Context: an optimization exercise on an open-source flow, tuned for small area, a short achievable clock period and few clock cycles. The choices shown serve that exercise and are no tape-out recipe.
Where RTL was checked, it was by simulation tests only, not by an equivalence proof against the original.
The RTL of run 1 was laid out without a check of its function.
Power figures rest on the tool's default switching activity, not on a simulated workload.

## design/flow/design.v

```verilog
module CONVCOR(
  input             clk,
  input             rst_n,
  input             in_valid,
  input      [15:0] in_a,
  input      [15:0] in_b,
  input             in_mode,
  output            out_valid,
  output     [35:0] out
);
reg  [3:0]  cnt;           
reg         mode;          
reg  [15:0] ra0, ra1, ra2, rb0, rb1, rb2;   
reg  [15:0] x;             
reg  [3:0]  yr_one, yr_two, yr_neg, yi_one, yi_two, yi_neg;
reg  [1:0]  np, nq;
reg  [17:0] ps_ra, ps_rb, ps_ia, ps_ib;
reg  [35:0] acc, q, o;
reg         ld_q, o_sum, o_q;
reg         ov;
wire        idle    = (cnt == 4'd0);
wire        start   = idle & in_valid;
wire        mode_nx = start ? in_mode : mode;
wire        cj      = idle ? in_mode : mode;
reg  [3:0]  cnt_nx;
always @(*) begin
  if (!rst_n)                                          cnt_nx = 4'd0;
  else if (idle)                                       cnt_nx = in_valid ? 4'd2 : 4'd0;
  else if ((mode && cnt == 4'd6) || (!mode && cnt == 4'd12)) cnt_nx = 4'd0;
  else                                                 cnt_nx = cnt + 4'd1;
end
reg [1:0] xs, ys;
reg       uacc_nx, ld_q_nx, o_sum_nx, o_q_nx, ov_nx;
always @(*) begin
  xs = 2'd3; ys = 2'd3;
  uacc_nx = 1'b0; ld_q_nx = 1'b0; o_sum_nx = 1'b0; o_q_nx = 1'b0; ov_nx = 1'b0;
  if (mode) begin
    case (cnt)
      4'd3: uacc_nx = 1'b1;
      4'd4: begin uacc_nx = 1'b1; o_sum_nx = 1'b1; end
      4'd5: ov_nx = 1'b1;
      default: ;
    endcase
  end else begin
    case (cnt)
      4'd2:  begin xs = 2'd0;             o_sum_nx = 1'b1; end
      4'd3:  begin xs = 2'd0; ys = 2'd1; end
      4'd4:  begin xs = 2'd1; ys = 2'd1; uacc_nx = 1'b1; ld_q_nx = 1'b1; end
      4'd5:  begin xs = 2'd0; ys = 2'd1; end
      4'd6:  begin xs = 2'd2; ys = 2'd1; uacc_nx = 1'b1; end
      4'd7:  begin xs = 2'd1; ys = 2'd0; uacc_nx = 1'b1; ld_q_nx = 1'b1; o_q_nx = 1'b1; ov_nx = 1'b1; end
      4'd8:  begin xs = 2'd1; ys = 2'd2;                                  o_q_nx = 1'b1; ov_nx = 1'b1; end
      4'd9:  begin xs = 2'd2; ys = 2'd2; uacc_nx = 1'b1; o_sum_nx = 1'b1;                 ov_nx = 1'b1; end
      4'd10: begin                                         o_sum_nx = 1'b1;                 ov_nx = 1'b1; end
      4'd11: begin                                                                          ov_nx = 1'b1; end
      default: ;
    endcase
  end
  if (!rst_n) begin
    uacc_nx = 1'b0; ld_q_nx = 1'b0; o_sum_nx = 1'b0; o_q_nx = 1'b0; ov_nx = 1'b0;
  end
end
always @(posedge clk) begin
  cnt  <= cnt_nx;
  mode <= mode_nx;
  ld_q <= ld_q_nx; o_sum <= o_sum_nx; o_q <= o_q_nx;
  ov   <= ov_nx;
end
wire ld_ring = (cnt <= 4'd3);
always @(posedge clk) begin
  ra0 <= ld_ring ? in_a : ra2;  ra1 <= ra0;  ra2 <= ra1;
  rb0 <= ld_ring ? in_b : rb2;  rb1 <= rb0;  rb2 <= rb1;
end
wire [15:0] x_nx = (xs == 2'd0) ? ra0 : (xs == 2'd1) ? ra1 : (xs == 2'd2) ? ra2 : in_a;
wire [15:0] y_nx = (ys == 2'd0) ? rb0 : (ys == 2'd1) ? rb1 : (ys == 2'd2) ? rb2 : in_b;
function [11:0] booth;   
  input [7:0] v;
  input       ng;
  integer k;
  reg b2, b1, b0;
  begin
    for (k = 0; k < 4; k = k + 1) begin
      b2 = v[2*k+1]; b1 = v[2*k]; b0 = (k == 0) ? 1'b0 : v[2*k-1];
      booth[k]     = b1 ^ b0;
      booth[4+k]   = (b2 & ~b1 & ~b0) | (~b2 & b1 & b0);
      booth[8+k]   = b2 ^ ng;
    end
  end
endfunction
wire [11:0] eyr = booth(y_nx[15:8], 1'b0);
wire [11:0] eyi = booth(y_nx[7:0], cj);
always @(posedge clk) begin
  x <= x_nx;
  {yr_neg, yr_two, yr_one} <= eyr;
  {yi_neg, yi_two, yi_one} <= eyi;
  np <= {eyr[11] & ~eyi[11], eyr[11] ^ ~eyi[11]};
  nq <= {eyr[11] & eyi[11],  eyr[11] ^ eyi[11]};
end
wire [17:0] ra, rb, ia, ib;
ptree u_pt (.xr(x[15:8]), .xi(x[7:0]),
            .yr_one(yr_one), .yr_two(yr_two), .yr_neg(yr_neg),
            .yi_one(yi_one), .yi_two(yi_two), .yi_neg(yi_neg),
            .np(np), .nq(nq), .ra(ra), .rb(rb), .ia(ia), .ib(ib));
always @(posedge clk) begin
  ps_ra <= ra; ps_rb <= rb; ps_ia <= ia; ps_ib <= ib;
end
wire [17:0] gr = acc[35:18], gi = acc[17:0];
wire [17:0] sr_s = ps_ra ^ ps_rb ^ gr;
wire [17:0] sr_c = (ps_ra & ps_rb) | (ps_ra & gr) | (ps_rb & gr);
wire [17:0] si_s = ps_ia ^ ps_ib ^ gi;
wire [17:0] si_c = (ps_ia & ps_ib) | (ps_ia & gi) | (ps_ib & gi);
wire [17:0] sr = sr_s + {sr_c[16:0], 1'b0};
wire [17:0] si = si_s + {si_c[16:0], 1'b0};
wire [35:0] sum = {sr, si};
always @(posedge clk) begin
  acc <= {36{uacc_nx}} & sum;    
  if (ld_q) q <= sum;
  if (o_sum)    o <= sum;
  else if (o_q) o <= q;
end
assign out_valid = ov;
assign out = {36{ov}} & o;
endmodule
module ptree(
  input  [7:0] xr, input [7:0] xi,
  input  [3:0] yr_one, input [3:0] yr_two, input [3:0] yr_neg,
  input  [3:0] yi_one, input [3:0] yi_two, input [3:0] yi_neg,
  input  [1:0] np, input [1:0] nq,
  output [17:0] ra, output [17:0] rb, output [17:0] ia, output [17:0] ib
);
  wire r_w1 = (yr_one[0] & xr[0]) ^ yr_neg[0];
  wire r_w2 = ((yr_one[0] & xr[1]) | (yr_two[0] & xr[0])) ^ yr_neg[0];
  wire r_w3 = ((yr_one[0] & xr[2]) | (yr_two[0] & xr[1])) ^ yr_neg[0];
  wire r_w4 = ((yr_one[0] & xr[3]) | (yr_two[0] & xr[2])) ^ yr_neg[0];
  wire r_w5 = ((yr_one[0] & xr[4]) | (yr_two[0] & xr[3])) ^ yr_neg[0];
  wire r_w6 = ((yr_one[0] & xr[5]) | (yr_two[0] & xr[4])) ^ yr_neg[0];
  wire r_w7 = ((yr_one[0] & xr[6]) | (yr_two[0] & xr[5])) ^ yr_neg[0];
  wire r_w8 = ((yr_one[0] & xr[7]) | (yr_two[0] & xr[6])) ^ yr_neg[0];
  wire r_w9 = ((yr_one[0] & xr[7]) | (yr_two[0] & xr[7])) ^ yr_neg[0];
  wire r_w10 = ~r_w9;
  wire r_w11 = (yr_one[1] & xr[0]) ^ yr_neg[1];
  wire r_w12 = ((yr_one[1] & xr[1]) | (yr_two[1] & xr[0])) ^ yr_neg[1];
  wire r_w13 = ((yr_one[1] & xr[2]) | (yr_two[1] & xr[1])) ^ yr_neg[1];
  wire r_w14 = ((yr_one[1] & xr[3]) | (yr_two[1] & xr[2])) ^ yr_neg[1];
  wire r_w15 = ((yr_one[1] & xr[4]) | (yr_two[1] & xr[3])) ^ yr_neg[1];
  wire r_w16 = ((yr_one[1] & xr[5]) | (yr_two[1] & xr[4])) ^ yr_neg[1];
  wire r_w17 = ((yr_one[1] & xr[6]) | (yr_two[1] & xr[5])) ^ yr_neg[1];
  wire r_w18 = ((yr_one[1] & xr[7]) | (yr_two[1] & xr[6])) ^ yr_neg[1];
  wire r_w19 = ((yr_one[1] & xr[7]) | (yr_two[1] & xr[7])) ^ yr_neg[1];
  wire r_w20 = ~r_w19;
  wire r_w21 = (yr_one[2] & xr[0]) ^ yr_neg[2];
  wire r_w22 = ((yr_one[2] & xr[1]) | (yr_two[2] & xr[0])) ^ yr_neg[2];
  wire r_w23 = ((yr_one[2] & xr[2]) | (yr_two[2] & xr[1])) ^ yr_neg[2];
  wire r_w24 = ((yr_one[2] & xr[3]) | (yr_two[2] & xr[2])) ^ yr_neg[2];
  wire r_w25 = ((yr_one[2] & xr[4]) | (yr_two[2] & xr[3])) ^ yr_neg[2];
  wire r_w26 = ((yr_one[2] & xr[5]) | (yr_two[2] & xr[4])) ^ yr_neg[2];
  wire r_w27 = ((yr_one[2] & xr[6]) | (yr_two[2] & xr[5])) ^ yr_neg[2];
  wire r_w28 = ((yr_one[2] & xr[7]) | (yr_two[2] & xr[6])) ^ yr_neg[2];
  wire r_w29 = ((yr_one[2] & xr[7]) | (yr_two[2] & xr[7])) ^ yr_neg[2];
  wire r_w30 = ~r_w29;
  wire r_w31 = (yr_one[3] & xr[0]) ^ yr_neg[3];
  wire r_w32 = ((yr_one[3] & xr[1]) | (yr_two[3] & xr[0])) ^ yr_neg[3];
  wire r_w33 = ((yr_one[3] & xr[2]) | (yr_two[3] & xr[1])) ^ yr_neg[3];
  wire r_w34 = ((yr_one[3] & xr[3]) | (yr_two[3] & xr[2])) ^ yr_neg[3];
  wire r_w35 = ((yr_one[3] & xr[4]) | (yr_two[3] & xr[3])) ^ yr_neg[3];
  wire r_w36 = ((yr_one[3] & xr[5]) | (yr_two[3] & xr[4])) ^ yr_neg[3];
  wire r_w37 = ((yr_one[3] & xr[6]) | (yr_two[3] & xr[5])) ^ yr_neg[3];
  wire r_w38 = ((yr_one[3] & xr[7]) | (yr_two[3] & xr[6])) ^ yr_neg[3];
  wire r_w39 = ((yr_one[3] & xr[7]) | (yr_two[3] & xr[7])) ^ yr_neg[3];
  wire r_w40 = ~r_w39;
  wire r_w41 = (yi_one[0] & xi[0]) ^ ~yi_neg[0];
  wire r_w42 = ((yi_one[0] & xi[1]) | (yi_two[0] & xi[0])) ^ ~yi_neg[0];
  wire r_w43 = ((yi_one[0] & xi[2]) | (yi_two[0] & xi[1])) ^ ~yi_neg[0];
  wire r_w44 = ((yi_one[0] & xi[3]) | (yi_two[0] & xi[2])) ^ ~yi_neg[0];
  wire r_w45 = ((yi_one[0] & xi[4]) | (yi_two[0] & xi[3])) ^ ~yi_neg[0];
  wire r_w46 = ((yi_one[0] & xi[5]) | (yi_two[0] & xi[4])) ^ ~yi_neg[0];
  wire r_w47 = ((yi_one[0] & xi[6]) | (yi_two[0] & xi[5])) ^ ~yi_neg[0];
  wire r_w48 = ((yi_one[0] & xi[7]) | (yi_two[0] & xi[6])) ^ ~yi_neg[0];
  wire r_w49 = ((yi_one[0] & xi[7]) | (yi_two[0] & xi[7])) ^ ~yi_neg[0];
  wire r_w50 = ~r_w49;
  wire r_w51 = (yi_one[1] & xi[0]) ^ ~yi_neg[1];
  wire r_w52 = ((yi_one[1] & xi[1]) | (yi_two[1] & xi[0])) ^ ~yi_neg[1];
  wire r_w53 = ((yi_one[1] & xi[2]) | (yi_two[1] & xi[1])) ^ ~yi_neg[1];
  wire r_w54 = ((yi_one[1] & xi[3]) | (yi_two[1] & xi[2])) ^ ~yi_neg[1];
  wire r_w55 = ((yi_one[1] & xi[4]) | (yi_two[1] & xi[3])) ^ ~yi_neg[1];
  wire r_w56 = ((yi_one[1] & xi[5]) | (yi_two[1] & xi[4])) ^ ~yi_neg[1];
  wire r_w57 = ((yi_one[1] & xi[6]) | (yi_two[1] & xi[5])) ^ ~yi_neg[1];
  wire r_w58 = ((yi_one[1] & xi[7]) | (yi_two[1] & xi[6])) ^ ~yi_neg[1];
  wire r_w59 = ((yi_one[1] & xi[7]) | (yi_two[1] & xi[7])) ^ ~yi_neg[1];
  wire r_w60 = ~r_w59;
  wire r_w61 = (yi_one[2] & xi[0]) ^ ~yi_neg[2];
  wire r_w62 = ((yi_one[2] & xi[1]) | (yi_two[2] & xi[0])) ^ ~yi_neg[2];
  wire r_w63 = ((yi_one[2] & xi[2]) | (yi_two[2] & xi[1])) ^ ~yi_neg[2];
  wire r_w64 = ((yi_one[2] & xi[3]) | (yi_two[2] & xi[2])) ^ ~yi_neg[2];
  wire r_w65 = ((yi_one[2] & xi[4]) | (yi_two[2] & xi[3])) ^ ~yi_neg[2];
  wire r_w66 = ((yi_one[2] & xi[5]) | (yi_two[2] & xi[4])) ^ ~yi_neg[2];
  wire r_w67 = ((yi_one[2] & xi[6]) | (yi_two[2] & xi[5])) ^ ~yi_neg[2];
  wire r_w68 = ((yi_one[2] & xi[7]) | (yi_two[2] & xi[6])) ^ ~yi_neg[2];
  wire r_w69 = ((yi_one[2] & xi[7]) | (yi_two[2] & xi[7])) ^ ~yi_neg[2];
  wire r_w70 = ~r_w69;
  wire r_w71 = (yi_one[3] & xi[0]) ^ ~yi_neg[3];
  wire r_w72 = ((yi_one[3] & xi[1]) | (yi_two[3] & xi[0])) ^ ~yi_neg[3];
  wire r_w73 = ((yi_one[3] & xi[2]) | (yi_two[3] & xi[1])) ^ ~yi_neg[3];
  wire r_w74 = ((yi_one[3] & xi[3]) | (yi_two[3] & xi[2])) ^ ~yi_neg[3];
  wire r_w75 = ((yi_one[3] & xi[4]) | (yi_two[3] & xi[3])) ^ ~yi_neg[3];
  wire r_w76 = ((yi_one[3] & xi[5]) | (yi_two[3] & xi[4])) ^ ~yi_neg[3];
  wire r_w77 = ((yi_one[3] & xi[6]) | (yi_two[3] & xi[5])) ^ ~yi_neg[3];
  wire r_w78 = ((yi_one[3] & xi[7]) | (yi_two[3] & xi[6])) ^ ~yi_neg[3];
  wire r_w79 = ((yi_one[3] & xi[7]) | (yi_two[3] & xi[7])) ^ ~yi_neg[3];
  wire r_w80 = ~r_w79;
  wire r_w81 = r_w5 ^ r_w13 ^ r_w21;
  wire r_w82 = (r_w5 & r_w13) | (r_w5 & r_w21) | (r_w13 & r_w21);
  wire r_w83 = r_w6 ^ r_w14;
  wire r_w84 = r_w6 & r_w14;
  wire r_w85 = r_w7 ^ r_w15 ^ r_w23;
  wire r_w86 = (r_w7 & r_w15) | (r_w7 & r_w23) | (r_w15 & r_w23);
  wire r_w87 = r_w31 ^ r_w47 ^ r_w55;
  wire r_w88 = (r_w31 & r_w47) | (r_w31 & r_w55) | (r_w47 & r_w55);
  wire r_w89 = r_w8 ^ r_w16 ^ r_w24;
  wire r_w90 = (r_w8 & r_w16) | (r_w8 & r_w24) | (r_w16 & r_w24);
  wire r_w91 = r_w32 ^ r_w48 ^ r_w56;
  wire r_w92 = (r_w32 & r_w48) | (r_w32 & r_w56) | (r_w48 & r_w56);
  wire r_w93 = r_w64 ^ r_w72;
  wire r_w94 = r_w64 & r_w72;
  wire r_w95 = r_w10 ^ r_w17 ^ r_w25;
  wire r_w96 = (r_w10 & r_w17) | (r_w10 & r_w25) | (r_w17 & r_w25);
  wire r_w97 = r_w33 ^ r_w50 ^ r_w57;
  wire r_w98 = (r_w33 & r_w50) | (r_w33 & r_w57) | (r_w50 & r_w57);
  wire r_w99 = r_w65 ^ r_w73;
  wire r_w100 = r_w65 & r_w73;
  wire r_w101 = r_w18 ^ r_w26 ^ r_w34;
  wire r_w102 = (r_w18 & r_w26) | (r_w18 & r_w34) | (r_w26 & r_w34);
  wire r_w103 = r_w58 ^ r_w66 ^ r_w74;
  wire r_w104 = (r_w58 & r_w66) | (r_w58 & r_w74) | (r_w66 & r_w74);
  wire r_w105 = r_w20 ^ r_w27 ^ r_w35;
  wire r_w106 = (r_w20 & r_w27) | (r_w20 & r_w35) | (r_w27 & r_w35);
  wire r_w107 = r_w60 ^ r_w67;
  wire r_w108 = r_w60 & r_w67;
  wire r_w109 = r_w3 ^ r_w11 ^ yr_neg[1];
  wire r_w110 = (r_w3 & r_w11) | (r_w3 & yr_neg[1]) | (r_w11 & yr_neg[1]);
  wire r_w111 = r_w4 ^ r_w12;
  wire r_w112 = r_w4 & r_w12;
  wire r_w113 = yr_neg[2] ^ r_w45 ^ r_w53;
  wire r_w114 = (yr_neg[2] & r_w45) | (yr_neg[2] & r_w53) | (r_w45 & r_w53);
  wire r_w115 = r_w61 ^ ~yi_neg[2];
  wire r_w116 = r_w61 & ~yi_neg[2];
  wire r_w117 = r_w22 ^ r_w46 ^ r_w54;
  wire r_w118 = (r_w22 & r_w46) | (r_w22 & r_w54) | (r_w46 & r_w54);
  wire r_w119 = r_w62 ^ r_w83 ^ r_w82;
  wire r_w120 = (r_w62 & r_w83) | (r_w62 & r_w82) | (r_w83 & r_w82);
  wire r_w121 = r_w63 ^ r_w71 ^ np[0];
  wire r_w122 = (r_w63 & r_w71) | (r_w63 & np[0]) | (r_w71 & np[0]);
  wire r_w123 = r_w85 ^ r_w87 ^ r_w84;
  wire r_w124 = (r_w85 & r_w87) | (r_w85 & r_w84) | (r_w87 & r_w84);
  wire r_w125 = np[1] ^ r_w89 ^ r_w91;
  wire r_w126 = (np[1] & r_w89) | (np[1] & r_w91) | (r_w89 & r_w91);
  wire r_w127 = r_w93 ^ r_w86 ^ r_w88;
  wire r_w128 = (r_w93 & r_w86) | (r_w93 & r_w88) | (r_w86 & r_w88);
  wire r_w129 = r_w95 ^ r_w97 ^ r_w99;
  wire r_w130 = (r_w95 & r_w97) | (r_w95 & r_w99) | (r_w97 & r_w99);
  wire r_w131 = r_w90 ^ r_w92 ^ r_w94;
  wire r_w132 = (r_w90 & r_w92) | (r_w90 & r_w94) | (r_w92 & r_w94);
  wire r_w133 = 1'b1 ^ r_w101 ^ r_w103;
  wire r_w134 = (1'b1 & r_w101) | (1'b1 & r_w103) | (r_w101 & r_w103);
  wire r_w135 = r_w96 ^ r_w98 ^ r_w100;
  wire r_w136 = (r_w96 & r_w98) | (r_w96 & r_w100) | (r_w98 & r_w100);
  wire r_w137 = r_w75 ^ 1'b1 ^ r_w105;
  wire r_w138 = (r_w75 & 1'b1) | (r_w75 & r_w105) | (1'b1 & r_w105);
  wire r_w139 = r_w107 ^ r_w102 ^ r_w104;
  wire r_w140 = (r_w107 & r_w102) | (r_w107 & r_w104) | (r_w102 & r_w104);
  wire r_w141 = r_w28 ^ r_w36 ^ r_w68;
  wire r_w142 = (r_w28 & r_w36) | (r_w28 & r_w68) | (r_w36 & r_w68);
  wire r_w143 = r_w76 ^ r_w106 ^ r_w108;
  wire r_w144 = (r_w76 & r_w106) | (r_w76 & r_w108) | (r_w106 & r_w108);
  wire r_w145 = r_w30 ^ r_w37 ^ r_w70;
  wire r_w146 = (r_w30 & r_w37) | (r_w30 & r_w70) | (r_w37 & r_w70);
  wire r_w147 = r_w77 ^ 1'b1;
  wire r_w148 = r_w77 & 1'b1;
  wire r_w149 = r_w1 ^ yr_neg[0];
  wire r_w150 = r_w1 & yr_neg[0];
  wire r_w151 = r_w43 ^ r_w51;
  wire r_w152 = r_w43 & r_w51;
  wire r_w153 = r_w44 ^ r_w52 ^ r_w111;
  wire r_w154 = (r_w44 & r_w52) | (r_w44 & r_w111) | (r_w52 & r_w111);
  wire r_w155 = r_w81 ^ r_w113 ^ r_w115;
  wire r_w156 = (r_w81 & r_w113) | (r_w81 & r_w115) | (r_w113 & r_w115);
  wire r_w157 = r_w117 ^ r_w119 ^ r_w114;
  wire r_w158 = (r_w117 & r_w119) | (r_w117 & r_w114) | (r_w119 & r_w114);
  wire r_w159 = r_w121 ^ r_w123 ^ r_w118;
  wire r_w160 = (r_w121 & r_w123) | (r_w121 & r_w118) | (r_w123 & r_w118);
  wire r_w161 = r_w125 ^ r_w127 ^ r_w122;
  wire r_w162 = (r_w125 & r_w127) | (r_w125 & r_w122) | (r_w127 & r_w122);
  wire r_w163 = r_w129 ^ r_w131 ^ r_w126;
  wire r_w164 = (r_w129 & r_w131) | (r_w129 & r_w126) | (r_w131 & r_w126);
  wire r_w165 = r_w133 ^ r_w135 ^ r_w130;
  wire r_w166 = (r_w133 & r_w135) | (r_w133 & r_w130) | (r_w135 & r_w130);
  wire r_w167 = r_w137 ^ r_w139 ^ r_w134;
  wire r_w168 = (r_w137 & r_w139) | (r_w137 & r_w134) | (r_w139 & r_w134);
  wire r_w169 = r_w141 ^ r_w143 ^ r_w138;
  wire r_w170 = (r_w141 & r_w143) | (r_w141 & r_w138) | (r_w143 & r_w138);
  wire r_w171 = r_w145 ^ r_w147 ^ r_w142;
  wire r_w172 = (r_w145 & r_w147) | (r_w145 & r_w142) | (r_w147 & r_w142);
  wire r_w173 = r_w38 ^ r_w78 ^ r_w146;
  wire r_w174 = (r_w38 & r_w78) | (r_w38 & r_w146) | (r_w78 & r_w146);
  wire r_w175 = r_w40 ^ r_w80;
  wire r_w176 = r_w40 & r_w80;
  wire r_w177 = r_w41 ^ ~yi_neg[0];
  wire r_w178 = r_w41 & ~yi_neg[0];
  wire r_w179 = r_w2 ^ r_w42 ^ r_w150;
  wire r_w180 = (r_w2 & r_w42) | (r_w2 & r_w150) | (r_w42 & r_w150);
  wire r_w181 = ~yi_neg[1] ^ r_w109 ^ r_w151;
  wire r_w182 = (~yi_neg[1] & r_w109) | (~yi_neg[1] & r_w151) | (r_w109 & r_w151);
  wire r_w183 = r_w110 ^ r_w153 ^ r_w152;
  wire r_w184 = (r_w110 & r_w153) | (r_w110 & r_w152) | (r_w153 & r_w152);
  wire r_w185 = r_w112 ^ r_w155 ^ r_w154;
  wire r_w186 = (r_w112 & r_w155) | (r_w112 & r_w154) | (r_w155 & r_w154);
  wire r_w187 = r_w116 ^ r_w157 ^ r_w156;
  wire r_w188 = (r_w116 & r_w157) | (r_w116 & r_w156) | (r_w157 & r_w156);
  wire r_w189 = r_w120 ^ r_w159 ^ r_w158;
  wire r_w190 = (r_w120 & r_w159) | (r_w120 & r_w158) | (r_w159 & r_w158);
  wire r_w191 = r_w124 ^ r_w161 ^ r_w160;
  wire r_w192 = (r_w124 & r_w161) | (r_w124 & r_w160) | (r_w161 & r_w160);
  wire r_w193 = r_w128 ^ r_w163 ^ r_w162;
  wire r_w194 = (r_w128 & r_w163) | (r_w128 & r_w162) | (r_w163 & r_w162);
  wire r_w195 = r_w132 ^ r_w165 ^ r_w164;
  wire r_w196 = (r_w132 & r_w165) | (r_w132 & r_w164) | (r_w165 & r_w164);
  wire r_w197 = r_w136 ^ r_w167 ^ r_w166;
  wire r_w198 = (r_w136 & r_w167) | (r_w136 & r_w166) | (r_w167 & r_w166);
  wire r_w199 = r_w140 ^ r_w169 ^ r_w168;
  wire r_w200 = (r_w140 & r_w169) | (r_w140 & r_w168) | (r_w169 & r_w168);
  wire r_w201 = r_w144 ^ r_w171 ^ r_w170;
  wire r_w202 = (r_w144 & r_w171) | (r_w144 & r_w170) | (r_w171 & r_w170);
  wire r_w203 = r_w148 ^ r_w173 ^ r_w172;
  wire r_w204 = (r_w148 & r_w173) | (r_w148 & r_w172) | (r_w173 & r_w172);
  wire r_w205 = 1'b1 ^ r_w175 ^ r_w174;
  wire r_w206 = (1'b1 & r_w175) | (1'b1 & r_w174) | (r_w175 & r_w174);
  assign ra = {1'b1, 1'b1, r_w176, r_w205, r_w203, r_w201, r_w199, r_w197, r_w195, r_w193, r_w191, r_w189, r_w187, r_w185, r_w183, r_w181, r_w179, r_w149};
  assign rb = {1'b0, 1'b0, r_w206, r_w204, r_w202, r_w200, r_w198, r_w196, r_w194, r_w192, r_w190, r_w188, r_w186, r_w184, r_w182, r_w180, r_w178, r_w177};
  wire i_w207 = (yi_one[0] & xr[0]) ^ yi_neg[0];
  wire i_w208 = ((yi_one[0] & xr[1]) | (yi_two[0] & xr[0])) ^ yi_neg[0];
  wire i_w209 = ((yi_one[0] & xr[2]) | (yi_two[0] & xr[1])) ^ yi_neg[0];
  wire i_w210 = ((yi_one[0] & xr[3]) | (yi_two[0] & xr[2])) ^ yi_neg[0];
  wire i_w211 = ((yi_one[0] & xr[4]) | (yi_two[0] & xr[3])) ^ yi_neg[0];
  wire i_w212 = ((yi_one[0] & xr[5]) | (yi_two[0] & xr[4])) ^ yi_neg[0];
  wire i_w213 = ((yi_one[0] & xr[6]) | (yi_two[0] & xr[5])) ^ yi_neg[0];
  wire i_w214 = ((yi_one[0] & xr[7]) | (yi_two[0] & xr[6])) ^ yi_neg[0];
  wire i_w215 = ((yi_one[0] & xr[7]) | (yi_two[0] & xr[7])) ^ yi_neg[0];
  wire i_w216 = ~i_w215;
  wire i_w217 = (yi_one[1] & xr[0]) ^ yi_neg[1];
  wire i_w218 = ((yi_one[1] & xr[1]) | (yi_two[1] & xr[0])) ^ yi_neg[1];
  wire i_w219 = ((yi_one[1] & xr[2]) | (yi_two[1] & xr[1])) ^ yi_neg[1];
  wire i_w220 = ((yi_one[1] & xr[3]) | (yi_two[1] & xr[2])) ^ yi_neg[1];
  wire i_w221 = ((yi_one[1] & xr[4]) | (yi_two[1] & xr[3])) ^ yi_neg[1];
  wire i_w222 = ((yi_one[1] & xr[5]) | (yi_two[1] & xr[4])) ^ yi_neg[1];
  wire i_w223 = ((yi_one[1] & xr[6]) | (yi_two[1] & xr[5])) ^ yi_neg[1];
  wire i_w224 = ((yi_one[1] & xr[7]) | (yi_two[1] & xr[6])) ^ yi_neg[1];
  wire i_w225 = ((yi_one[1] & xr[7]) | (yi_two[1] & xr[7])) ^ yi_neg[1];
  wire i_w226 = ~i_w225;
  wire i_w227 = (yi_one[2] & xr[0]) ^ yi_neg[2];
  wire i_w228 = ((yi_one[2] & xr[1]) | (yi_two[2] & xr[0])) ^ yi_neg[2];
  wire i_w229 = ((yi_one[2] & xr[2]) | (yi_two[2] & xr[1])) ^ yi_neg[2];
  wire i_w230 = ((yi_one[2] & xr[3]) | (yi_two[2] & xr[2])) ^ yi_neg[2];
  wire i_w231 = ((yi_one[2] & xr[4]) | (yi_two[2] & xr[3])) ^ yi_neg[2];
  wire i_w232 = ((yi_one[2] & xr[5]) | (yi_two[2] & xr[4])) ^ yi_neg[2];
  wire i_w233 = ((yi_one[2] & xr[6]) | (yi_two[2] & xr[5])) ^ yi_neg[2];
  wire i_w234 = ((yi_one[2] & xr[7]) | (yi_two[2] & xr[6])) ^ yi_neg[2];
  wire i_w235 = ((yi_one[2] & xr[7]) | (yi_two[2] & xr[7])) ^ yi_neg[2];
  wire i_w236 = ~i_w235;
  wire i_w237 = (yi_one[3] & xr[0]) ^ yi_neg[3];
  wire i_w238 = ((yi_one[3] & xr[1]) | (yi_two[3] & xr[0])) ^ yi_neg[3];
  wire i_w239 = ((yi_one[3] & xr[2]) | (yi_two[3] & xr[1])) ^ yi_neg[3];
  wire i_w240 = ((yi_one[3] & xr[3]) | (yi_two[3] & xr[2])) ^ yi_neg[3];
  wire i_w241 = ((yi_one[3] & xr[4]) | (yi_two[3] & xr[3])) ^ yi_neg[3];
  wire i_w242 = ((yi_one[3] & xr[5]) | (yi_two[3] & xr[4])) ^ yi_neg[3];
  wire i_w243 = ((yi_one[3] & xr[6]) | (yi_two[3] & xr[5])) ^ yi_neg[3];
  wire i_w244 = ((yi_one[3] & xr[7]) | (yi_two[3] & xr[6])) ^ yi_neg[3];
  wire i_w245 = ((yi_one[3] & xr[7]) | (yi_two[3] & xr[7])) ^ yi_neg[3];
  wire i_w246 = ~i_w245;
  wire i_w247 = (yr_one[0] & xi[0]) ^ yr_neg[0];
  wire i_w248 = ((yr_one[0] & xi[1]) | (yr_two[0] & xi[0])) ^ yr_neg[0];
  wire i_w249 = ((yr_one[0] & xi[2]) | (yr_two[0] & xi[1])) ^ yr_neg[0];
  wire i_w250 = ((yr_one[0] & xi[3]) | (yr_two[0] & xi[2])) ^ yr_neg[0];
  wire i_w251 = ((yr_one[0] & xi[4]) | (yr_two[0] & xi[3])) ^ yr_neg[0];
  wire i_w252 = ((yr_one[0] & xi[5]) | (yr_two[0] & xi[4])) ^ yr_neg[0];
  wire i_w253 = ((yr_one[0] & xi[6]) | (yr_two[0] & xi[5])) ^ yr_neg[0];
  wire i_w254 = ((yr_one[0] & xi[7]) | (yr_two[0] & xi[6])) ^ yr_neg[0];
  wire i_w255 = ((yr_one[0] & xi[7]) | (yr_two[0] & xi[7])) ^ yr_neg[0];
  wire i_w256 = ~i_w255;
  wire i_w257 = (yr_one[1] & xi[0]) ^ yr_neg[1];
  wire i_w258 = ((yr_one[1] & xi[1]) | (yr_two[1] & xi[0])) ^ yr_neg[1];
  wire i_w259 = ((yr_one[1] & xi[2]) | (yr_two[1] & xi[1])) ^ yr_neg[1];
  wire i_w260 = ((yr_one[1] & xi[3]) | (yr_two[1] & xi[2])) ^ yr_neg[1];
  wire i_w261 = ((yr_one[1] & xi[4]) | (yr_two[1] & xi[3])) ^ yr_neg[1];
  wire i_w262 = ((yr_one[1] & xi[5]) | (yr_two[1] & xi[4])) ^ yr_neg[1];
  wire i_w263 = ((yr_one[1] & xi[6]) | (yr_two[1] & xi[5])) ^ yr_neg[1];
  wire i_w264 = ((yr_one[1] & xi[7]) | (yr_two[1] & xi[6])) ^ yr_neg[1];
  wire i_w265 = ((yr_one[1] & xi[7]) | (yr_two[1] & xi[7])) ^ yr_neg[1];
  wire i_w266 = ~i_w265;
  wire i_w267 = (yr_one[2] & xi[0]) ^ yr_neg[2];
  wire i_w268 = ((yr_one[2] & xi[1]) | (yr_two[2] & xi[0])) ^ yr_neg[2];
  wire i_w269 = ((yr_one[2] & xi[2]) | (yr_two[2] & xi[1])) ^ yr_neg[2];
  wire i_w270 = ((yr_one[2] & xi[3]) | (yr_two[2] & xi[2])) ^ yr_neg[2];
  wire i_w271 = ((yr_one[2] & xi[4]) | (yr_two[2] & xi[3])) ^ yr_neg[2];
  wire i_w272 = ((yr_one[2] & xi[5]) | (yr_two[2] & xi[4])) ^ yr_neg[2];
  wire i_w273 = ((yr_one[2] & xi[6]) | (yr_two[2] & xi[5])) ^ yr_neg[2];
  wire i_w274 = ((yr_one[2] & xi[7]) | (yr_two[2] & xi[6])) ^ yr_neg[2];
  wire i_w275 = ((yr_one[2] & xi[7]) | (yr_two[2] & xi[7])) ^ yr_neg[2];
  wire i_w276 = ~i_w275;
  wire i_w277 = (yr_one[3] & xi[0]) ^ yr_neg[3];
  wire i_w278 = ((yr_one[3] & xi[1]) | (yr_two[3] & xi[0])) ^ yr_neg[3];
  wire i_w279 = ((yr_one[3] & xi[2]) | (yr_two[3] & xi[1])) ^ yr_neg[3];
  wire i_w280 = ((yr_one[3] & xi[3]) | (yr_two[3] & xi[2])) ^ yr_neg[3];
  wire i_w281 = ((yr_one[3] & xi[4]) | (yr_two[3] & xi[3])) ^ yr_neg[3];
  wire i_w282 = ((yr_one[3] & xi[5]) | (yr_two[3] & xi[4])) ^ yr_neg[3];
  wire i_w283 = ((yr_one[3] & xi[6]) | (yr_two[3] & xi[5])) ^ yr_neg[3];
  wire i_w284 = ((yr_one[3] & xi[7]) | (yr_two[3] & xi[6])) ^ yr_neg[3];
  wire i_w285 = ((yr_one[3] & xi[7]) | (yr_two[3] & xi[7])) ^ yr_neg[3];
  wire i_w286 = ~i_w285;
  wire i_w287 = i_w211 ^ i_w219 ^ i_w227;
  wire i_w288 = (i_w211 & i_w219) | (i_w211 & i_w227) | (i_w219 & i_w227);
  wire i_w289 = i_w212 ^ i_w220;
  wire i_w290 = i_w212 & i_w220;
  wire i_w291 = i_w213 ^ i_w221 ^ i_w229;
  wire i_w292 = (i_w213 & i_w221) | (i_w213 & i_w229) | (i_w221 & i_w229);
  wire i_w293 = i_w237 ^ i_w253 ^ i_w261;
  wire i_w294 = (i_w237 & i_w253) | (i_w237 & i_w261) | (i_w253 & i_w261);
  wire i_w295 = i_w214 ^ i_w222 ^ i_w230;
  wire i_w296 = (i_w214 & i_w222) | (i_w214 & i_w230) | (i_w222 & i_w230);
  wire i_w297 = i_w238 ^ i_w254 ^ i_w262;
  wire i_w298 = (i_w238 & i_w254) | (i_w238 & i_w262) | (i_w254 & i_w262);
  wire i_w299 = i_w270 ^ i_w278;
  wire i_w300 = i_w270 & i_w278;
  wire i_w301 = i_w216 ^ i_w223 ^ i_w231;
  wire i_w302 = (i_w216 & i_w223) | (i_w216 & i_w231) | (i_w223 & i_w231);
  wire i_w303 = i_w239 ^ i_w256 ^ i_w263;
  wire i_w304 = (i_w239 & i_w256) | (i_w239 & i_w263) | (i_w256 & i_w263);
  wire i_w305 = i_w271 ^ i_w279;
  wire i_w306 = i_w271 & i_w279;
  wire i_w307 = i_w224 ^ i_w232 ^ i_w240;
  wire i_w308 = (i_w224 & i_w232) | (i_w224 & i_w240) | (i_w232 & i_w240);
  wire i_w309 = i_w264 ^ i_w272 ^ i_w280;
  wire i_w310 = (i_w264 & i_w272) | (i_w264 & i_w280) | (i_w272 & i_w280);
  wire i_w311 = i_w226 ^ i_w233 ^ i_w241;
  wire i_w312 = (i_w226 & i_w233) | (i_w226 & i_w241) | (i_w233 & i_w241);
  wire i_w313 = i_w266 ^ i_w273;
  wire i_w314 = i_w266 & i_w273;
  wire i_w315 = i_w209 ^ i_w217 ^ yi_neg[1];
  wire i_w316 = (i_w209 & i_w217) | (i_w209 & yi_neg[1]) | (i_w217 & yi_neg[1]);
  wire i_w317 = i_w210 ^ i_w218;
  wire i_w318 = i_w210 & i_w218;
  wire i_w319 = yi_neg[2] ^ i_w251 ^ i_w259;
  wire i_w320 = (yi_neg[2] & i_w251) | (yi_neg[2] & i_w259) | (i_w251 & i_w259);
  wire i_w321 = i_w267 ^ yr_neg[2];
  wire i_w322 = i_w267 & yr_neg[2];
  wire i_w323 = i_w228 ^ i_w252 ^ i_w260;
  wire i_w324 = (i_w228 & i_w252) | (i_w228 & i_w260) | (i_w252 & i_w260);
  wire i_w325 = i_w268 ^ i_w289 ^ i_w288;
  wire i_w326 = (i_w268 & i_w289) | (i_w268 & i_w288) | (i_w289 & i_w288);
  wire i_w327 = i_w269 ^ i_w277 ^ nq[0];
  wire i_w328 = (i_w269 & i_w277) | (i_w269 & nq[0]) | (i_w277 & nq[0]);
  wire i_w329 = i_w291 ^ i_w293 ^ i_w290;
  wire i_w330 = (i_w291 & i_w293) | (i_w291 & i_w290) | (i_w293 & i_w290);
  wire i_w331 = nq[1] ^ i_w295 ^ i_w297;
  wire i_w332 = (nq[1] & i_w295) | (nq[1] & i_w297) | (i_w295 & i_w297);
  wire i_w333 = i_w299 ^ i_w292 ^ i_w294;
  wire i_w334 = (i_w299 & i_w292) | (i_w299 & i_w294) | (i_w292 & i_w294);
  wire i_w335 = i_w301 ^ i_w303 ^ i_w305;
  wire i_w336 = (i_w301 & i_w303) | (i_w301 & i_w305) | (i_w303 & i_w305);
  wire i_w337 = i_w296 ^ i_w298 ^ i_w300;
  wire i_w338 = (i_w296 & i_w298) | (i_w296 & i_w300) | (i_w298 & i_w300);
  wire i_w339 = 1'b1 ^ i_w307 ^ i_w309;
  wire i_w340 = (1'b1 & i_w307) | (1'b1 & i_w309) | (i_w307 & i_w309);
  wire i_w341 = i_w302 ^ i_w304 ^ i_w306;
  wire i_w342 = (i_w302 & i_w304) | (i_w302 & i_w306) | (i_w304 & i_w306);
  wire i_w343 = i_w281 ^ 1'b1 ^ i_w311;
  wire i_w344 = (i_w281 & 1'b1) | (i_w281 & i_w311) | (1'b1 & i_w311);
  wire i_w345 = i_w313 ^ i_w308 ^ i_w310;
  wire i_w346 = (i_w313 & i_w308) | (i_w313 & i_w310) | (i_w308 & i_w310);
  wire i_w347 = i_w234 ^ i_w242 ^ i_w274;
  wire i_w348 = (i_w234 & i_w242) | (i_w234 & i_w274) | (i_w242 & i_w274);
  wire i_w349 = i_w282 ^ i_w312 ^ i_w314;
  wire i_w350 = (i_w282 & i_w312) | (i_w282 & i_w314) | (i_w312 & i_w314);
  wire i_w351 = i_w236 ^ i_w243 ^ i_w276;
  wire i_w352 = (i_w236 & i_w243) | (i_w236 & i_w276) | (i_w243 & i_w276);
  wire i_w353 = i_w283 ^ 1'b1;
  wire i_w354 = i_w283 & 1'b1;
  wire i_w355 = i_w207 ^ yi_neg[0];
  wire i_w356 = i_w207 & yi_neg[0];
  wire i_w357 = i_w249 ^ i_w257;
  wire i_w358 = i_w249 & i_w257;
  wire i_w359 = i_w250 ^ i_w258 ^ i_w317;
  wire i_w360 = (i_w250 & i_w258) | (i_w250 & i_w317) | (i_w258 & i_w317);
  wire i_w361 = i_w287 ^ i_w319 ^ i_w321;
  wire i_w362 = (i_w287 & i_w319) | (i_w287 & i_w321) | (i_w319 & i_w321);
  wire i_w363 = i_w323 ^ i_w325 ^ i_w320;
  wire i_w364 = (i_w323 & i_w325) | (i_w323 & i_w320) | (i_w325 & i_w320);
  wire i_w365 = i_w327 ^ i_w329 ^ i_w324;
  wire i_w366 = (i_w327 & i_w329) | (i_w327 & i_w324) | (i_w329 & i_w324);
  wire i_w367 = i_w331 ^ i_w333 ^ i_w328;
  wire i_w368 = (i_w331 & i_w333) | (i_w331 & i_w328) | (i_w333 & i_w328);
  wire i_w369 = i_w335 ^ i_w337 ^ i_w332;
  wire i_w370 = (i_w335 & i_w337) | (i_w335 & i_w332) | (i_w337 & i_w332);
  wire i_w371 = i_w339 ^ i_w341 ^ i_w336;
  wire i_w372 = (i_w339 & i_w341) | (i_w339 & i_w336) | (i_w341 & i_w336);
  wire i_w373 = i_w343 ^ i_w345 ^ i_w340;
  wire i_w374 = (i_w343 & i_w345) | (i_w343 & i_w340) | (i_w345 & i_w340);
  wire i_w375 = i_w347 ^ i_w349 ^ i_w344;
  wire i_w376 = (i_w347 & i_w349) | (i_w347 & i_w344) | (i_w349 & i_w344);
  wire i_w377 = i_w351 ^ i_w353 ^ i_w348;
  wire i_w378 = (i_w351 & i_w353) | (i_w351 & i_w348) | (i_w353 & i_w348);
  wire i_w379 = i_w244 ^ i_w284 ^ i_w352;
  wire i_w380 = (i_w244 & i_w284) | (i_w244 & i_w352) | (i_w284 & i_w352);
  wire i_w381 = i_w246 ^ i_w286;
  wire i_w382 = i_w246 & i_w286;
  wire i_w383 = i_w247 ^ yr_neg[0];
  wire i_w384 = i_w247 & yr_neg[0];
  wire i_w385 = i_w208 ^ i_w248 ^ i_w356;
  wire i_w386 = (i_w208 & i_w248) | (i_w208 & i_w356) | (i_w248 & i_w356);
  wire i_w387 = yr_neg[1] ^ i_w315 ^ i_w357;
  wire i_w388 = (yr_neg[1] & i_w315) | (yr_neg[1] & i_w357) | (i_w315 & i_w357);
  wire i_w389 = i_w316 ^ i_w359 ^ i_w358;
  wire i_w390 = (i_w316 & i_w359) | (i_w316 & i_w358) | (i_w359 & i_w358);
  wire i_w391 = i_w318 ^ i_w361 ^ i_w360;
  wire i_w392 = (i_w318 & i_w361) | (i_w318 & i_w360) | (i_w361 & i_w360);
  wire i_w393 = i_w322 ^ i_w363 ^ i_w362;
  wire i_w394 = (i_w322 & i_w363) | (i_w322 & i_w362) | (i_w363 & i_w362);
  wire i_w395 = i_w326 ^ i_w365 ^ i_w364;
  wire i_w396 = (i_w326 & i_w365) | (i_w326 & i_w364) | (i_w365 & i_w364);
  wire i_w397 = i_w330 ^ i_w367 ^ i_w366;
  wire i_w398 = (i_w330 & i_w367) | (i_w330 & i_w366) | (i_w367 & i_w366);
  wire i_w399 = i_w334 ^ i_w369 ^ i_w368;
  wire i_w400 = (i_w334 & i_w369) | (i_w334 & i_w368) | (i_w369 & i_w368);
  wire i_w401 = i_w338 ^ i_w371 ^ i_w370;
  wire i_w402 = (i_w338 & i_w371) | (i_w338 & i_w370) | (i_w371 & i_w370);
  wire i_w403 = i_w342 ^ i_w373 ^ i_w372;
  wire i_w404 = (i_w342 & i_w373) | (i_w342 & i_w372) | (i_w373 & i_w372);
  wire i_w405 = i_w346 ^ i_w375 ^ i_w374;
  wire i_w406 = (i_w346 & i_w375) | (i_w346 & i_w374) | (i_w375 & i_w374);
  wire i_w407 = i_w350 ^ i_w377 ^ i_w376;
  wire i_w408 = (i_w350 & i_w377) | (i_w350 & i_w376) | (i_w377 & i_w376);
  wire i_w409 = i_w354 ^ i_w379 ^ i_w378;
  wire i_w410 = (i_w354 & i_w379) | (i_w354 & i_w378) | (i_w379 & i_w378);
  wire i_w411 = 1'b1 ^ i_w381 ^ i_w380;
  wire i_w412 = (1'b1 & i_w381) | (1'b1 & i_w380) | (i_w381 & i_w380);
  assign ia = {1'b1, 1'b1, i_w382, i_w411, i_w409, i_w407, i_w405, i_w403, i_w401, i_w399, i_w397, i_w395, i_w393, i_w391, i_w389, i_w387, i_w385, i_w355};
  assign ib = {1'b0, 1'b0, i_w412, i_w410, i_w408, i_w406, i_w404, i_w402, i_w400, i_w398, i_w396, i_w394, i_w392, i_w390, i_w388, i_w386, i_w384, i_w383};
endmodule
```

## design/flow/flow/run.sh

```bash
#!/bin/bash
set -euo pipefail
bash standard.sh SETUP_SLACK_MARGIN=6.8 "BUFFER_PORTS_ARGS=-buffer_cell sky130_fd_sc_hd__buf_2" finish > make_finish.log 2>&1
```

## design/flow/standard.sh

```bash
#!/bin/bash
# synth_recipe.tcl (not shown) runs the flow's synth.tcl, then flattens the netlist and writes it again
# the make line also repeats each setting of config.mk as NAME=value (left out here)
make -C /OpenROAD-flow-scripts/flow DESIGN_CONFIG=/design/flow/config.mk WORK_HOME=/design/flow/orfs CLKGATE_MAP_FILE= SYNTH_SCRIPT=/design/flow/synth_recipe.tcl "${@:-finish}"
```

## design/flow/config.mk

```make
export PLATFORM = sky130hd
export DESIGN_NAME = CONVCOR
export DESIGN_NICKNAME = CONVCOR
export VERILOG_FILES = /design/flow/design.v
export SDC_FILE = /design/flow/constraint.sdc
export NUM_CORES = 4
export LEC_CHECK = 0
export CAP_MARGIN = 20
export CORE_MARGIN = 2
export CORE_UTILIZATION = 40
export SLEW_MARGIN = 20
```

## design/flow/constraint.sdc

```tcl
create_clock -name core_clock -period 10.0 [get_ports {clk}]
set_input_delay 2.0000 -clock core_clock [delete_from_list [all_inputs] [get_ports {clk}]]
set_output_delay 2.0000 -clock core_clock [all_outputs]
set_load 0.01 [all_outputs]
```

==> impl_metrics.toml, run 1 <==
[placement]
hpwl_um = 25500
io_buffers = 72
place_inst = 2149
place_congestion = 0.808

[grt]
grt_usage_pct = 17.1
gr-usage-met1_pct = 23.7
grt.overflow.total = 0
grt_pass1_vias = 11500
antenna_found_initial = 0
grt_pass1_wl_um = 62800
busiest_layer = "met2"
grtUsageMet2_pct = 26.4
met3_usage_pct = 3.78
grt_max_degree = 46

[yosys]
synth.largest_area_cell = "dfxtp_1"
yosys-top-cells-count = "248 x dfxtp_1, 147 x inv_1, 130 x fa_1, 112 x a22oi_1, 86 x xnor2_1"
synth-simple-area-share_pct = 6.89
synth.avg_cell_area_um2 = 11.1
synthTopCellsByArea = "dfxtp_1 28%, fa_1 15%, edfxtp_1 12%, a22oi_1 4.8%, ha_1 4.4%"
synth_fa_ha_area_share_pct = 19.2
async_flop_share_pct = 0
synth_compound_area_share_pct = 11.1
syn-cell-area_um2 = 17600
syn_nets = 1819
synth.yosys.seq_area_share_pct = 40.6
ys.flop_type = "dfxtp_1"
ys_types = 64
synth_seq_cells = 321
synth_top_family_by_area = "adder cells"
synth_most_common_cell = "dfxtp_1"
synth_edf_count = 73
synth_xor_xnor_area_share_pct = 8.54
syn_inst = 1591
muxShareOfSynthArea_pct = 8.07
yosysWarnings = 1
yosys.area.top_type_share_pct = 28.2

[power_and_ir_drop]
power_w = 0.00712
swShare_pct = 42.2
ir_worst_vdd_v = 0.000158
combPwrFrac_pct = 53.4
internal-power_w = 0.00412
power_frac_seq_pct = 27.9
leakage_nw = 8.43
p_clk_share_pct = 18.7
p_sw_w = 0.00300
power_density_nw_per_um2 = 355

[cells_and_area]
nFillCells = 4009
regArea_um2 = 7300
drive_gt1_share_pct = 18.9
multi_input_area_um2 = 9590
layout.nets = 1850
fin_cells = 2233
antennaDiodeCount = 0
fin_util_pct = 46.4
syn_to_final_growth_pct = 13.8

[clock_network]
clock_sinks = 321
clockRootBuffer = "clkbuf_16"
hold_buffers = 0
cts_tree = "built"
ctsHtreeMaxLevel = 2
worstSkewPairLatency_ns = 0.54
cts_buffers = 37
path_clk_slew_ns = 0.06
clock_path_buffers = 3

[drt]
ant_nets = 0
wl_um = 38500
first_pass_iters = 6
drc = 0
drt-wirelength-per-cell_um = 17.2
via_per_inst = 5.09
drtIter0Drc = 663
via_count = 11400

[floorplanning]
start_util_pct = 40.7
rows = 76
design.core.area_um2 = 43300
io_pins = 73
die_x_um = 214
die-area_um2 = 45800
die_y_um = 214

[setup_path]
crit_fanout = 10
cp-end-kind = "primary output"
cp.arrival_ns = 1.35
start_kind = "register"
critical_path_class = "reg -> out"
crit_required_ns = 8.00

[timing]
relSlewSlack_pct = 32.3
worst_slew_pin_slew_ns = 1.02
fin_skew_ns = 0.0219
slew_viol_final = 0
finalSetupViolCount = 0
fin_crit_sh_pct = 33.5
fmax_ghz = 0.299
hold_viol_final = 0
rsz0062_at_grt = "true"
fin_tns_setup_ns = 0
period_minus_slack_ns = 3.35

[job]
maxCapViolCount = 0

[run_status]
status = "timing/DRC/antenna clean"

[min_path]
hp-class = "reg -> reg"
## worst paths after layout
kind / from / end / slack, ns / depth (start not counted)
min reg2reg: rb0[13] / rb1[13] / 0.34 / 0
max: ov / out[32] / 6.65 / 3
max reg2reg: yr_one[1] / ps_ra[8] / 6.90 / 8
min: rb0[13] / rb1[13] / 0.34 / 0
## power groups by stage
stage | logic (W) | registers (W) | clock network (W)
detailed placement | 0.00378 | 0.00201 | 0
global route | 0.00452 | 0.00202 | 0.00142
floorplan | 0.00304 | 0.00182 | 0
global placement | 0.00370 | 0.00200 | 0
CTS | 0.00385 | 0.00199 | 0.00138
finish | 0.00380 | 0.00199 | 0.00133
## timing repair
| item | CTS | global route |
|---|---|---|
| endpoints found under the setup margin | 81 | 70 |
| pin swaps | 4 | 7 |
| gates resized for setup | 79 | 40 |
| buffers inserted | 5 | 13 |
## final cells by class
| cell class | instances | area share (%) |
|---|---|---|
| repair buffers | 99 | 3.39 |
| multi-input cells | 1015 | 47.8 |
| flip-flops and latches | 321 | 36.4 |
| clock inverters | 16 | 0.592 |
| well taps | 585 | 3.65 |
| inverters | 148 | 2.77 |
| clock buffers | 49 | 5.41 |
## cell usage in the layout, fill, tap and decap left out, types with 8 or more instances in the layout
cell,instances
dfxtp_1,205
inv_1,147
fa_1,128
a22oi_1,112
xnor2_1,86
xor2_1,84
edfxtp_1,73
mux2i_1,69
mux2_2,63
buf_2,63
ha_1,62
and2_1,61
nor2_1,50
a21oi_1,46
nand2_1,44
clkbuf_16,39
dfxtp_4,37
o21ai_0,35
buf_4,22
a21o_1,14
nor2b_1,14
nand3_1,12
nand2b_1,12
buf_6,10
and2_4,9
o21ai_1,9
o21a_1,8
nor3_1,8
clkinv_2,8
## sequential cells by signal, summed over array words and instances (netlist names), 16 cells and up
register / count
ps_ia: 16
rb1: 16
o: 36
rb2: 16
q: 36
ps_rb: 16
rb0: 16
ra1: 16
acc: 36
x: 16
ra0: 16
ps_ra: 16
ra2: 16
ps_ib: 16
## metal layers
metal	up-vias	part of all wire, %
li1	5406	-
met1	5573	46
met2	318	45
met3	64	6.2
met4	0	3.0
met5	-	0
## cell families (layout without fill, tap and decap cells)
| logic type | after synthesis | after routing |
|---|---|---|
| buf+inv | 255 | 312 |
| xor+xnor | 171 | 171 |
| fa+ha+maj | 192 | 192 |
| flops | 321 | 321 |
| simple gates | 235 | 235 |
| compound gates | 284 | 284 |
| mux | 133 | 133 |
## critical path, stage by stage, from the launching register on
cell and delay, ns:
dfxtp_4 0.40, buf_12 0.15, and2_1 0.12, buf_2 0.12
## metrics by stage
step	hold slack (ns)	area, um2	setup WS [ns]
global placement	0.332	18400	6.39
detailed placement	0.331	18400	6.34
global route	0.349	20100	6.56
CTS	0.346	19800	6.60
floorplan	0.326	17700	6.81
finish	0.345	20100	6.65
==> inputs of run 2 (changes only) <==
--- a/design/flow/design.v
+++ b/design/flow/design.v
@@ -17,7 +17,7 @@
 reg  [17:0] ps_ra, ps_rb, ps_ia, ps_ib;
 reg  [35:0] acc, q, o;
 reg         ld_q, o_sum, o_q;
-reg         ov;
+reg         ov, ovn;       
 wire        idle    = (cnt == 4'd0);
 wire        start   = idle & in_valid;
 wire        mode_nx = start ? in_mode : mode;
@@ -65,6 +65,7 @@
   mode <= mode_nx;
   ld_q <= ld_q_nx; o_sum <= o_sum_nx; o_q <= o_q_nx;
   ov   <= ov_nx;
+  ovn  <= ~ov_nx;
 end
 wire ld_ring = (cnt <= 4'd3);
 always @(posedge clk) begin
@@ -119,7 +120,7 @@
   else if (o_q) o <= q;
 end
 assign out_valid = ov;
-assign out = {36{ov}} & o;
+assign out = {~({18{ovn}} | ~o[35:18]), {18{ov}} & o[17:0]};
 endmodule
 module ptree(
   input  [7:0] xr, input [7:0] xi,
--- a/design/flow/config.mk
+++ b/design/flow/config.mk
@@ -8,4 +8,6 @@
 export CAP_MARGIN = 20
 export CORE_MARGIN = 2
 export CORE_UTILIZATION = 40
+export CTS_CLUSTER_DIAMETER = 70
+export CTS_CLUSTER_SIZE = 30
 export SLEW_MARGIN = 20
==> run 2 against run 1 <==
- highest routed layer unchanged
- still clean on timing, DRC and antenna
- largest cell class unchanged
- power shrank 3.2%
- area after synthesis shrank 1.9%
- clock power shrank 23%
- critical path type unchanged
- largest power group unchanged
==> impl_metrics.toml, run 2 <==
[yosys]
synth.yosys.seq_area_share_pct = 41.5
syn-cell-area_um2 = 17300
synth_edf_count = 73
synth_most_common_cell = "dfxtp_1"
yosys-top-cells-count = "249 x dfxtp_1, 144 x inv_1, 130 x fa_1, 112 x a22oi_1, 92 x xnor2_1"
synth.largest_area_cell = "dfxtp_1"
ys_types = 57
syn_inst = 1487
yosysWarnings = 1
synth_seq_cells = 322
ys.flop_type = "dfxtp_1"
yosys.area.top_type_share_pct = 28.8
synth.avg_cell_area_um2 = 11.6
async_flop_share_pct = 0
syn_nets = 1716
synthTopCellsByArea = "dfxtp_1 29%, fa_1 15%, edfxtp_1 13%, a22oi_1 4.9%, xnor2_1 4.7%"

[power_and_ir_drop]
swShare_pct = 44.8
ir_worst_vdd_v = 0.000179
power_w = 0.00689
power_density_nw_per_um2 = 358
p_clk_share_pct = 14.9
combPwrFrac_pct = 56.1
p_sw_w = 0.00308
internal-power_w = 0.00380
power_frac_seq_pct = 29.0
leakage_nw = 7.92

[setup_path]
rr_startpoint = "x[14]"
cp-end-kind = "primary output"
critical_path_class = "reg -> out"
cp.arrival_ns = 1.26
crit_required_ns = 8.00
crit_fanout = 18
critPathLaunch = "ovn"
start_kind = "register"

[clock_network]
cts_tree = "built"
ctsHtreeMaxLevel = 1
clock_path_buffers = 3
cts_buffers = 23
worstSkewPairLatency_ns = 0.55
clockRootBuffer = "clkbuf_16"
path_clk_slew_ns = 0.10
clock_sinks = 322

[drt]
via_count = 10800
via_per_inst = 5.09
drtIter0Drc = 889
first_pass_iters = 6
ant_nets = 0
drc = 0
wl_um = 36400
drt-wirelength-per-cell_um = 17.2

[grt]
grt_pass1_vias = 10900
antenna_found_initial = 0
grtUsageMet2_pct = 25.7
grt_pass1_wl_um = 59000
busiest_layer = "met2"
grt_max_degree = 45
grt.overflow.total = 0
met3_usage_pct = 2.50
grt_usage_pct = 16.5
gr-usage-met1_pct = 24.0

[floorplanning]
io_pins = 73
rows = 76
start_util_pct = 40.3
design.core.area_um2 = 42900
die_y_um = 212
die_x_um = 212
die-area_um2 = 44900

[timing]
hold_viol_final = 0
fin_skew_ns = 0.0319
fin_crit_sh_pct = 32.6
fmax_ghz = 0.307
finalSetupViolCount = 0
relSlewSlack_pct = 34.5
rsz0062_at_grt = "true"
fin_tns_setup_ns = 0
worst_slew_pin_slew_ns = 0.983
slew_viol_final = 0
worst_slack_ns = 6.74
period_minus_slack_ns = 3.26

[cells_and_area]
reg_top3 = "acc (36), o (36), q (36)"
stdcell_area_um2 = 19200
drive_gt1_share_pct = 18.3
nFillCells = 3974
layout.nets = 1743
fin_util_pct = 44.9
layout_common_cells = "207 x dfxtp_1, 144 x inv_1, 130 x fa_1"
syn_to_final_growth_pct = 11.3
final_common_cell = "dfxtp_1"
antennaDiodeCount = 0

[placement]
dpl-instance-area_um2 = 18100
io_buffers = 72
hpwl_um = 25700
place_congestion = 0.816
pre_cts_slack_ns = 6.42

[job]
maxCapViolCount = 0

[min_path]
min_from = "ra0[10]"
hp-class = "reg -> reg"

[run_status]
status = "timing/DRC/antenna clean"
[run 2: cell types whose count changed in the layout (fill, tap and decap cells not counted), sizes merged, moves of 6 or more]
| cell | previous run | this run |
|---|---|---|
| nor2 | 53 | 38 |
| o21ai | 48 | 41 |
| a211oi | 13 | 7 |
| a21o | 19 | 11 |
| mux2i | 70 | 2 |
| nor2b | 16 | 25 |
| clkbuf | 49 | 24 |
| a21oi | 48 | 42 |
| and2 | 70 | 49 |
| mux4 | 0 | 32 |
[run 2: power by group through the flow]
stage	combinational [W]	clock (W)	sequential, W
detailed placement	0.00384	0	0.00202
global route	0.00457	0.00111	0.00203
finish	0.00386	0.00103	0.00200
global placement	0.00377	0	0.00202
floorplan	0.00304	0	0.00183
CTS	0.00387	0.00107	0.00200
[run 2: what timing repair did]
action | 4_1_cts | 5_1_grt
endpoints found under the setup margin | 68 | 69
resized for setup | 47 | 40
pin swaps | 0 | 2
endpoints found under the hold margin | 0 | 0
hold buffers | 0 | 0
buffers inserted | 0 | 20
[run 2: layout make-up]
cell class,count,area [um2],area share [%]
Clock buffer,23,576,2.99
Clock inverter,18,275,1.43
Inverter,145,544,2.83
Multi-Input combinational cell,923,9230,48.0
Sequential cell,322,7320,38.1
Tap cell,585,732,3.80
Timing Repair Buffer,99,563,2.93
[run 2: worst max-delay path, cell delays in order, from the launching register on]
cell and delay [ns]:
dfxtp_4 0.42, nor2b_1 0.15, buf_2 0.15
[run 2: stage by stage]
step | std cells | hold slack (ns)
detailed placement | 2054 | 0.332
global placement | 2054 | 0.328
global route | 2115 | 0.348
CTS | 2095 | 0.346
floorplan | 1487 | 0.323
finish | 2115 | 0.347
[run 2: cells by family (layout without fill, tap and decap cells)]
| kind of cell | after synthesis | count (layout) | share of synthesized area [%] |
|---|---|---|---|
| flip-flops | 322 | 322 | 41.5 |
| XOR/XNOR | 179 | 179 | 9.06 |
| AO/OA/AOI/OAI | 259 | 259 | 10.1 |
| adder cells (fa/ha/maj) | 193 | 193 | 19.6 |
| buffers and inverters | 242 | 285 | 5.42 |
| multiplexers | 93 | 93 | 8.30 |
| AND/OR/NAND/NOR | 199 | 199 | 6.01 |
[run 2: per-layer routing]
layer / vias up / share of wire [%]
met5: - / 0
met4: 0 / 2.0
met3: 60 / 5.7
met2: 324 / 46
met1: 5311 / 47
li1: 5075 / -
[run 2: path summary, 6_finish.rpt]
path                to  slack, ns  depth (start not counted)
min reg2reg    ra1[10]       0.35                          0
max            out[26]       6.74                          2
min            ra1[10]       0.35                          0
max reg2reg  ps_ra[10]       6.90                          8
Testbench counts of run 2, summed over its fixed seeds: cycles 21,468.
==> inputs of run 3 (changes only) <==
--- a/design/flow/config.mk
+++ b/design/flow/config.mk
@@ -8,6 +8,4 @@
 export CAP_MARGIN = 20
 export CORE_MARGIN = 2
 export CORE_UTILIZATION = 40
-export CTS_CLUSTER_DIAMETER = 70
-export CTS_CLUSTER_SIZE = 30
 export SLEW_MARGIN = 20
==> run 3 against run 2 <==
- still clean
- sequential cell count unchanged
- core utilization increased by 0.62 points
- count of clock-buffer cells in the layout increased by 23
- area after synthesis did not move
==> impl_metrics.toml, run 3 <==
[floorplanning]
io_pins = 73
die_y_um = 212
start_util_pct = 40.3
design.core.area_um2 = 42900
die_x_um = 212
rows = 76
die-area_um2 = 44900

[drt]
ant_nets = 0
first_pass_iters = 7
wl_um = 36800
via_count = 10900
drt-wirelength-per-cell_um = 17.3
drc = 0
via_per_inst = 5.11
drtIter0Drc = 740

[timing]
slew_viol_final = 0
fmax_ghz = 0.308
finalSetupViolCount = 0
fin_crit_sh_pct = 32.5
hold_viol_final = 0
fin_tns_setup_ns = 0
period_minus_slack_ns = 3.25
worst_slew_pin_slew_ns = 0.973
rsz0062_at_grt = "true"
relSlewSlack_pct = 35.1
fin_skew_ns = 0.0138

[cells_and_area]
syn_to_final_growth_pct = 12.8
drive_gt1_share_pct = 18.4
layout.nets = 1747
final_common_cell = "dfxtp_1"
antennaDiodeCount = 0
reg_top3 = "acc (36), o (36), q (36)"
fin_util_pct = 45.5
layout_common_cells = "207 x dfxtp_1, 144 x inv_1, 130 x fa_1"

[grt]
antenna_found_initial = 0
grt_pass1_wl_um = 59700
grt.overflow.total = 0
met3_usage_pct = 3.87
gr-usage-met1_pct = 23.8
grtUsageMet2_pct = 25.9
grt_usage_pct = 16.9
grt_max_degree = 45
busiest_layer = "met2"
grt_pass1_vias = 11100

[setup_path]
critPathLaunch = "ov"
cp.arrival_ns = 1.25
reg2reg_to = "o[35]"
r2r_setup_slack_ns = 6.93
crit_fanout = 19
reg2reg_depth = 9
start_kind = "register"
critical_path_class = "reg -> out"
crit_required_ns = 8.00
endpoint = "out[15]"
rr_startpoint = "ps_ra[1]"
cp-end-kind = "primary output"

[yosys]
synth.avg_cell_area_um2 = 11.6
yosys-top-cells-count = "249 x dfxtp_1, 144 x inv_1, 130 x fa_1, 112 x a22oi_1, 92 x xnor2_1"
ys.flop_type = "dfxtp_1"
syn-cell-area_um2 = 17300
yosys.area.top_type_share_pct = 28.8
synth.yosys.seq_area_share_pct = 41.5
synth_most_common_cell = "dfxtp_1"
ys_types = 57
async_flop_share_pct = 0
syn_nets = 1716
synth.largest_area_cell = "dfxtp_1"
yosysWarnings = 1
synth_edf_count = 73
synth_seq_cells = 322
syn_inst = 1487
synthTopCellsByArea = "dfxtp_1 29%, fa_1 15%, edfxtp_1 13%, a22oi_1 4.9%, xnor2_1 4.7%"

[placement]
place_congestion = 0.816
hpwl_um = 25700
io_buffers = 72

[power_and_ir_drop]
power_w = 0.00719
power_density_nw_per_um2 = 368
ir_worst_vdd_v = 0.000187
leakage_nw = 8.06

[clock_network]
cts_tree = "built"
ctsHtreeMaxLevel = 2
hold_buffers = 0
cts_buffers = 36
clock_sinks = 322
clock_path_buffers = 3
path_clk_slew_ns = 0.06
clockRootBuffer = "clkbuf_16"
worstSkewPairLatency_ns = 0.55

[min_path]
hp-class = "reg -> reg"

[run_status]
status = "timing/DRC/antenna clean"

[job]
maxCapViolCount = 0
-- run 3: how the worst min path moves through the flow --
stage          cells past startpoint  slack, ns    start      end
2_1_floorplan                      0       0.32  ra0[15]  ra1[15]
3_3_place_gp                       0       0.33  rb0[15]  rb1[15]
3_5_place_dp                       0       0.33  rb0[15]  rb1[15]
4_1_cts                            0       0.35  rb0[15]  rb1[15]
5_1_grt                            0       0.35   rb1[2]   rb2[2]
6_report                           0       0.34   rb1[2]   rb2[2]
-- run 3: cells by family (layout without fill, tap and decap cells) --
| group | count (synthesis) | after routing | synth area share [%] |
|---|---|---|---|
| DFF | 322 | 322 | 41.5 |
| muxes | 93 | 93 | 8.30 |
| buffers and inverters | 242 | 296 | 5.42 |
| xor gates and xnor gates | 179 | 179 | 9.06 |
| and+or+nand+nor | 199 | 199 | 6.01 |
| AOI/OAI and AO/OA | 259 | 259 | 10.1 |
| adders and majority gates | 193 | 193 | 19.6 |
-- run 3: worst max-delay path, stage by stage, from the launching register on --
cell	delay (ns)
dfxtp_4	0.43
and2_1	0.14
buf_2	0.12
-- run 3: where the power goes --
group / switching [W] / internal (W) / leakage [nW]
clock network: 0.000519 / 0.000810 / 0.584
registers: 0.000276 / 0.00173 / 2.76
logic: 0.00226 / 0.00160 / 4.72
total: 0.00305 / 0.00414 / 8.06
-- run 3: layer usage --
metal	share of wire, %	vias up
li1	-	5086
met1	46	5340
met2	45	373
met3	6.6	72
met4	2.4	0
met5	0	-
-- run 3: final cells by class --
type	instances	area (um2)
clock buffer	46	1000
clock inverter	15	190
fill	3927	23400
inverter	145	544
multi-input combinational	923	9230
sequential	322	7320
tap	585	732
timing repair buffer	90	495
-- run 3: through the flow --
step	setup slack (ns)	area [um2]	std cells	hold slack (ns)
floorplan	6.81	17300	1487	0.323
global placement	6.46	18100	2054	0.328
detailed placement	6.42	18100	2054	0.332
CTS	6.69	19300	2115	0.345
global route	6.65	19500	2126	0.349
finish	6.75	19500	2126	0.344
-- run 3: repair_timing --
item                       4_1_cts  5_1_grt
pin swaps                        0        2
setup endpoints to repair       68       67
setup buffers                    0       11
resized for setup               45       40

==> port drivers added, routing unchanged <==
Ports are ideal in the flow. The routed layouts listed here were re-timed in OpenROAD. Step 1 sets driving cells, clkbuf_16 on the clock port and buf_2 on the other inputs (assumed; they add their load-dependent delay and slew). Step 2, shift: input delay + t, output delay - t, t = (earliest + latest rising clock arrival at the registers) / 2. This alone moves slack from input paths to output paths. a / b / c = ideal / step 1 / step 2; a / b = the first two.
run | shift t [ns] | setup slack, ns | worst hold slack (ns)
run 1 | 0.587 | 6.652 / 6.599 / 6.642 | 0.345 / 0.345 / 0.345
run 2 | 0.590 | 6.742 / 6.688 / 6.678 | 0.347 / 0.347 / 0.347
run 3 | 0.593 | 6.750 / 6.696 / 6.677 | 0.344 / 0.344 / 0.344
After both steps every run listed still meets setup and hold. For run 3, which loses most, drivers alone change the setup slack by -0.054 ns; drivers and shift together by -0.073 ns.
